Source: an optimization exercise on an open RTL-to-GDS flow (aim: small area, a short achievable clock period and few clock cycles per item). Production flows keep margins and buffers that such runs may drop. Function was checked by simulation only, so behaviour that the tests miss may differ from the original.

==> flow/design.v (excerpt) <==
module si570_math
(
    input             clk, resetn,
    input      [47:0] old_si570_regs,
    output     [47:0] new_si570_regs,
    output     [31:0] fxtal,
    input             start,
    output            idle
);
Size in the first run: roughly 3,100 cells after synthesis, about 24,000 um^2 of cells after synthesis.
clock: 6.5 ns
lec_check: 0
abc_area: 1
abc_clock_period_in_ps: 4000
cap_margin: 20
core_margin: 2
core_utilization: 55
cts_cluster_diameter: 100
cts_cluster_size: 40
setup_slack_margin: 2.5
slew_margin: 20
run.sh (not shown) runs the stock make flow with config.mk's settings and CLKGATE_MAP_FILE= SYNTH_SCRIPT=/design/flow/synth_recipe.tcl, a recipe that flattens the netlist after the stock synthesis.
The starting point finished with timing, DRC and antenna clean.
Testbench counts at the start, summed over its fixed seeds: cycles 7,572, items 384.
==> next run, changes <==
CTS_CLUSTER_DIAMETER = 80   (was 100)
CTS_CLUSTER_SIZE = 30   (was 40)
Outcome:
- The changed run completed with no timing, DRC or antenna violations
- synthesized cell count is unchanged
- global-route usage climbs by 0.14 points
- register-to-register slack gets better by 0.07 ns
- routed wire length climbs by 0.43%
- via count climbs by 1.2%
==> next run, changes <==
ABC_AREA = default   (was 1)
ABC_CLOCK_PERIOD_IN_PS = default   (was 4000)
CTS_CLUSTER_DIAMETER = default   (was 80)
CTS_CLUSTER_SIZE = default   (was 30)
What happened: The new run finished clean; worst hold slack improves by 0.018 ns; utilization rises by 2.6 points; setup slack degrades by 0.78 ns; cell count falls by 18%.
==> next run, changes <==
ABC_AREA = 1   (was default)
ABC_CLOCK_PERIOD_IN_PS = 4000   (was default)
CORE_UTILIZATION = 50   (was 55)
Clock skew came out lower by 0.0055 ns.
Hold slack stays flat.
Routed wire length came out higher by 4.9%.
Sequential share of layout area came out lower by 0.63 points.
Final area came out higher by 2.9%.

---

Starting RTL as in the previous note.
Settings: LEC_CHECK=0, ABC_AREA=1, ABC_CLOCK_PERIOD_IN_PS=4000, CAP_MARGIN=20, CORE_MARGIN=2, CORE_UTILIZATION=55, SETUP_SLACK_MARGIN=2.5, SLEW_MARGIN=20; clock period 6.5 ns.
The baseline ran to the end with no violations.
Testbench counts at the start, summed over its fixed seeds: cycles 7,572, items 384.
Change:
Settings changed: CORE_UTILIZATION 55 to 65, PLACE_DENSITY set to 0.72.
Worst hold slack gains 0.022 ns.
Wire length falls slightly.
Final cell count falls slightly.
Register-to-register slack got worse by 0.09 ns.
Core utilization climbs by 13 points.
Change:
Settings changed: CORE_UTILIZATION 65 to 50, PLACE_DENSITY 0.72 to unset, SETUP_SLACK_MARGIN 2.5 to 2.2.
What happened: Via count came out lower by 3.2%. Worst setup slack got worse by 0.16 ns. Final area came out lower by about 0.46%. Non-clock buffer count came out lower by 3. Synthesized cell count does not change. Final cell count came out higher by about 4%. Count of clock-buffer cells in the layout came out higher by 11. Maximum frequency came out lower by about 4%.
Change:
Settings changed: CELL_PAD_IN_SITES_DETAIL_PLACEMENT set to 0, CELL_PAD_IN_SITES_GLOBAL_PLACEMENT set to 0, CORE_UTILIZATION 50 to 55, SETUP_SLACK_MARGIN 2.2 to 2.5.
The new run produced a clean layout. Utilization goes up by 5.1 points. Design area hardly moves. Clock-buffer cell count went down by 1. Non-clock buffer count is lower by 13. Via count falls by 0.51%. Die area came out lower by 8.9%. Final cell count decreases by 2.0%. Sequential share of layout area barely changes. Setup slack gets better by 0.26 ns.
Change:
Settings changed: ABC_AREA 1 to unset, ABC_CLOCK_PERIOD_IN_PS 4000 to unset, CELL_PAD_IN_SITES_DETAIL_PLACEMENT 0 to unset, CELL_PAD_IN_SITES_GLOBAL_PLACEMENT 0 to unset, SETUP_SLACK_MARGIN 2.5 to 2.0.
Effect: Register-to-register slack got worse by 0.75 ns. Setup slack is worse by 0.75 ns. Die area falls by 4.9%. Cell area decreases by 3.2%.
Change:
Settings changed: SETUP_SLACK_MARGIN 2.0 to 1.5.
Global-route usage came out lower by 0.83 points; die area stays the same; utilization goes down by 0.66 points; via count is lower by 0.31%; non-clock buffer count drops by 14; worst setup slack is worse by 0.21 ns; final area decreases by 1.0%; area after synthesis is unchanged; cell count goes down by 0.49%; clock-buffer cell count came out lower by 4.

## port drivers added, routing unchanged
How much do the figures lean on ideal ports? The routed layouts below were timed once more, with nothing changed but the port constraints. Step 1 (the two cells are an assumption about what drives the block):
set clk [get_ports {clk}]
set_driving_cell -lib_cell sky130_fd_sc_hd__clkbuf_16 $clk
set_driving_cell -lib_cell sky130_fd_sc_hd__buf_2 [delete_from_list [all_inputs] $clk]
Step 2, shift: input delay + t, output delay - t, t = (earliest + latest rising clock arrival at the registers) / 2. This alone moves slack from input paths to output paths. Three values: ideal ports, drivers, drivers and shift; two values: the first two.
run	t, ns	setup slack, ns	worst hold slack (ns)	worst register clock-pin slew, ns	worst data-port slew with drivers (ns)
the first run of note 1	0.603	2.513 / 2.513 / 2.064	0.431 / 0.431 / 0.431	0.12 / 0.12	0.09
the second run of note 1	0.621	2.580 / 2.580 / 2.050	0.435 / 0.435 / 0.435	0.10 / 0.10	0.09
the third run of note 1	0.634	1.802 / 1.802 / 1.802	0.452 / 0.452 / 0.452	0.06 / 0.06	0.05
the fourth run of note 1	0.647	2.539 / 2.539 / 2.033	0.449 / 0.449 / 0.449	0.07 / 0.07	0.04
the first run of note 2	0.630	2.582 / 2.582 / 2.039	0.428 / 0.428 / 0.428	0.07 / 0.07	0.09
the second run of note 2	0.623	2.487 / 2.487 / 2.014	0.450 / 0.450 / 0.450	0.07 / 0.07	0.05
the third run of note 2	0.647	2.327 / 2.363 / 1.716	0.450 / 0.450 / 0.450	0.06 / 0.06	0.04
the fourth run of note 2	0.630	2.582 / 2.582 / 2.039	0.428 / 0.428 / 0.428	0.07 / 0.07	0.09
the fifth run of note 2	0.639	1.831 / 1.831 / 1.529	0.445 / 0.445 / 0.445	0.07 / 0.07	0.04
the sixth run of note 2	0.645	1.617 / 1.617 / 1.162	0.447 / 0.447 / 0.447	0.07 / 0.07	0.05
After both steps setup and hold are still met in every run listed. The setup slack of the third run of note 2, which loses most, moves by +0.036 ns with the drivers and by -0.611 ns with both steps.
